Source: an optimization exercise on an open RTL-to-GDS flow (aim: small area). Production flows keep margins and buffers that such runs may drop.
The RTL was checked by simulation tests, not by an equivalence proof against the original design.
No activity file was given, so power comes from the tool's default toggle rates.

==> flow/design.v (excerpt) <==
module video(
    input clock,
    input reset,
    input [7:0] config_data,
    input [79:0] bcdcount,
    output [7:0] red,
    output [7:0] green,
    output [7:0] blue,
    output de,
    output hsync,
    output vsync,
    output starttrigger
);
    wire c_i1080 = config_data == 8'h03;
    wire c_p720  = config_data == 8'h04;
    wire c_p480  = config_data == 8'h08;
    wire c_i480  = config_data == 8'h09;
    wire c_p1080 = ~(c_i1080 | c_p720 | c_p480 | c_i480);
    wire i1080 = c_i1080, p720 = c_p720, p480 = c_p480, i480 = c_i480;
    wire p1080 = ~(i1080 | p720 | p480 | i480);
    wire m480 = p480 | i480;
    wire inter = i1080 | i480;
    wire hrd = i1080 | p720 | i480;
    wire vld1 = p480;
    wire vld2 = p1080 | p720;
    reg [11:0] H;
    reg [10:0] V;
    reg st;
    reg [4:0] fc;
    reg nf;
    wire [10:0] Hhi = H[11:1];
    wire [8:0] Vhi = V[10:2];
    wire [1:0] Vlo = V[1:0];
    wire hlast = (p1080 & (H_s == 12'sh506)) | (i1080 & (H_s == 12'sh507)) | (p720 & (H_s == 12'sh3b5)) | (p480 & (H_s == 12'sh406)) | (i480 & (H_s == 12'sh40d));
    wire vlast = (p1080 & (V_s == 11'sh3c3)) | (i1080 & (st ? (V_s == 11'sh3c2) : (V_s == 11'sh3c2))) | (p720 & (V_s == 11'sh298)) | (p480 & (V_s == 11'sh36c)) | (i480 & (st ? (V_s == 11'sh368) : (V_s == 11'sh368)));
    reg [11:0] h_first;
    always @(*) begin
        if (p1080) h_first = 12'd3184;
        else if (i1080) h_first = 12'd3184;
        else if (p720) h_first = 12'd3396;
        else if (p480) h_first = 12'd3412;
        else if (i480) h_first = 12'd3418;
        else h_first = 12'bx;
    end
    reg [10:0] v_first;
    always @(*) begin
        if (p1080) v_first = 11'd1887;
  ...
clock: 10.0 ns
lec_check: 0
abc_area: 1
cap_margin: 20
core_margin: 2
core_utilization: 40
cts_buf_list: sky130_fd_sc_hd__clkbuf_4
cts_cluster_size: 10
slew_margin: 20
synth_memory_max_bits: 65536
standard.sh (not shown) runs the stock make flow with config.mk's settings and CLKGATE_MAP_FILE= SYNTH_SCRIPT=/design/flow/synth_recipe.tcl, a recipe that flattens the netlist after the stock synthesis.
==> flow/flow/run.sh <==
#!/bin/bash
# Layout flow: the standard synthesis; then ABC re-maps the combinational
# logic between the registers (the registers are kept as they are: same
# instances, names and cells) and yosys proves the new netlist equivalent to
# the standard one (if either step fails, the standard netlist is used);
# then the standard layout steps, with the port buffers made of
# sky130_fd_sc_hd__buf_1. Each tool's output goes to a log file here.
set -uo pipefail
R=$PWD/orfs/results/sky130hd/video/base
bash standard.sh $R/1_2_yosys.v > 1_standard_synth.log 2>&1 || exit 1
cp $R/1_2_yosys.v std_synth.v
if yosys -c flow/resyn.tcl > 2_resyn.log 2>&1 && yosys -c flow/equiv.tcl > 3_equiv.log 2>&1; then
  cp resyn.v $R/1_2_yosys.v
  echo "using the re-mapped netlist" > 3_netlist_choice.log
else
  echo "using the standard netlist" > 3_netlist_choice.log
fi
bash standard.sh "BUFFER_PORTS_ARGS=-buffer_cell sky130_fd_sc_hd__buf_1" finish > 4_standard_layout.log 2>&1
==> flow/flow/resyn.tcl <==
# Re-map the combinational logic of the standard synthesis netlist with ABC.
yosys -import
set lib $::env(FLOW_HOME)/platforms/sky130hd/lib/sky130_fd_sc_hd__tt_025C_1v80.lib
yosys read_liberty -ignore_miss_func $lib
yosys read_verilog std_synth.v
yosys hierarchy -top video
# registers stay the cells the standard synthesis made
yosys setattr -mod -set blackbox 1 sky130_fd_sc_hd__*df* sky130_fd_sc_hd__*dl*
yosys flatten
yosys opt_clean
yosys abc -liberty $lib -dont_use *lpflow* -dont_use *probe* -script "+strash;&get,-n;&deepsyn,-T,60;&st;&dch,-f;&nf,-R,5000,-C,32,-F,20,-A,20;&st;&dch,-f;&nf,-R,5000,-C,32,-F,20,-A,20;&st;&dch,-f;&nf,-R,5000,-C,32,-F,20,-A,20;&st;&dch,-f;&nf,-R,5000,-C,32,-F,20,-A,20;&st;&dch,-f;&nf,-R,5000,-C,32,-F,20,-A,20;&put"
yosys opt_clean -purge
yosys hilomap -singleton -hicell sky130_fd_sc_hd__conb_1 HI -locell sky130_fd_sc_hd__conb_1 LO
yosys splitnets
yosys opt_clean -purge
yosys insbuf -buf sky130_fd_sc_hd__buf_1 A X
yosys select video
yosys write_verilog -noattr -nohex -nodec -selected resyn.v
yosys stat -liberty $lib
Other scripts of this flow, unchanged in this note and not shown: flow/flow/equiv.tcl
==> next run, changes <==
==> flow/flow/resyn.tcl (replaced) <==
# Re-map the combinational logic of the standard synthesis netlist with ABC.
yosys -import
set lib $::env(FLOW_HOME)/platforms/sky130hd/lib/sky130_fd_sc_hd__tt_025C_1v80.lib
yosys read_liberty -ignore_miss_func $lib
yosys read_verilog std_synth.v
yosys hierarchy -top video
# registers stay the cells the standard synthesis made
yosys setattr -mod -set blackbox 1 sky130_fd_sc_hd__*df* sky130_fd_sc_hd__*dl*
yosys flatten
yosys opt_clean
yosys abc -liberty $lib -dont_use *lpflow* -dont_use *probe* -script "+strash;&get,-n;&deepsyn,-T,60;&put;dch,-f;map,-a"
yosys opt_clean -purge
yosys hilomap -singleton -hicell sky130_fd_sc_hd__conb_1 HI -locell sky130_fd_sc_hd__conb_1 LO
yosys splitnets
yosys opt_clean -purge
yosys insbuf -buf sky130_fd_sc_hd__buf_4 A X
yosys select video
yosys write_verilog -noattr -nohex -nodec -selected resyn.v
yosys stat -liberty $lib
CTS_BUF_LIST = default   (was sky130_fd_sc_hd__clkbuf_4)
CTS_CLUSTER_SIZE = default   (was 10)
Result: The changed run produced a clean layout. Clock power rose by 100%. Count of clock-buffer cells in the layout is higher by 1. Via count came out higher by 8.3%. Area after synthesis went up by 8.3%. Cell area climbs by 5.0%. Sequential share of layout area decreases by 0.56 points. Maximum frequency rises by 3.1%.
==> next run, changes <==
--- a/flow/flow/resyn.tcl
+++ b/flow/flow/resyn.tcl
@@ -9,10 +9,10 @@
 yosys flatten
 yosys opt_clean
-yosys abc -liberty $lib -dont_use *lpflow* -dont_use *probe* -script "+strash;&get,-n;&deepsyn,-T,60;&put;dch,-f;map,-a"
+yosys abc -liberty $lib -dont_use *lpflow* -dont_use *probe* -script "+strash;&get,-n;&deepsyn,-T,60;&st;&dch,-f;&nf,-R,5000,-C,32,-F,20,-A,20;&st;&dch,-f;&nf,-R,5000,-C,32,-F,20,-A,20;&st;&dch,-f;&nf,-R,5000,-C,32,-F,20,-A,20;&st;&dch,-f;&nf,-R,5000,-C,32,-F,20,-A,20;&st;&dch,-f;&nf,-R,5000,-C,32,-F,20,-A,20;&put"
 yosys opt_clean -purge
 yosys hilomap -singleton -hicell sky130_fd_sc_hd__conb_1 HI -locell sky130_fd_sc_hd__conb_1 LO
 yosys splitnets
 yosys opt_clean -purge
-yosys insbuf -buf sky130_fd_sc_hd__buf_4 A X
+yosys insbuf -buf sky130_fd_sc_hd__buf_1 A X
 yosys select video
 yosys write_verilog -noattr -nohex -nodec -selected resyn.v
CTS_BUF_LIST = sky130_fd_sc_hd__clkbuf_2 sky130_fd_sc_hd__clkbuf_4   (was default)
After rerunning: Total power fell by a few percent; die area fell by a little under a tenth; utilization went up by 1.9 points; routed wire length is lower by a little under a tenth; via count falls by a little under a tenth; clock-buffer cell count is lower by 1; worst hold slack improves by 49 ps; synthesized cell count went down by about a fifth.

-- re-timing with driven ports --
In the flow no input, the clock included, has a driving cell. The finished layouts below were timed again as built, in two steps. Step 1: set_driving_cell puts a clkbuf_16 on clock and a buf_2 on each other input, an assumption about the parent block. Step 2, shift: input delay + t, output delay - t, t = (earliest + latest rising clock arrival at the registers) / 2. This alone moves slack from input paths to output paths. Three values: ideal, step 1, step 2; two values: the first two.
run	t, ns	setup WS [ns]	hold WS [ns]	worst data-port slew with drivers (ns)
the first run	0.380	0.563 / 0.567 / 0.187	0.507 / 0.507 / 0.507	0.04
the second run	0.315	0.849 / 0.862 / 0.548	0.458 / 0.458 / 0.458	0.04
the third run	0.380	0.563 / 0.567 / 0.187	0.507 / 0.507 / 0.507	0.04
After both steps setup and hold are still met in every run listed.
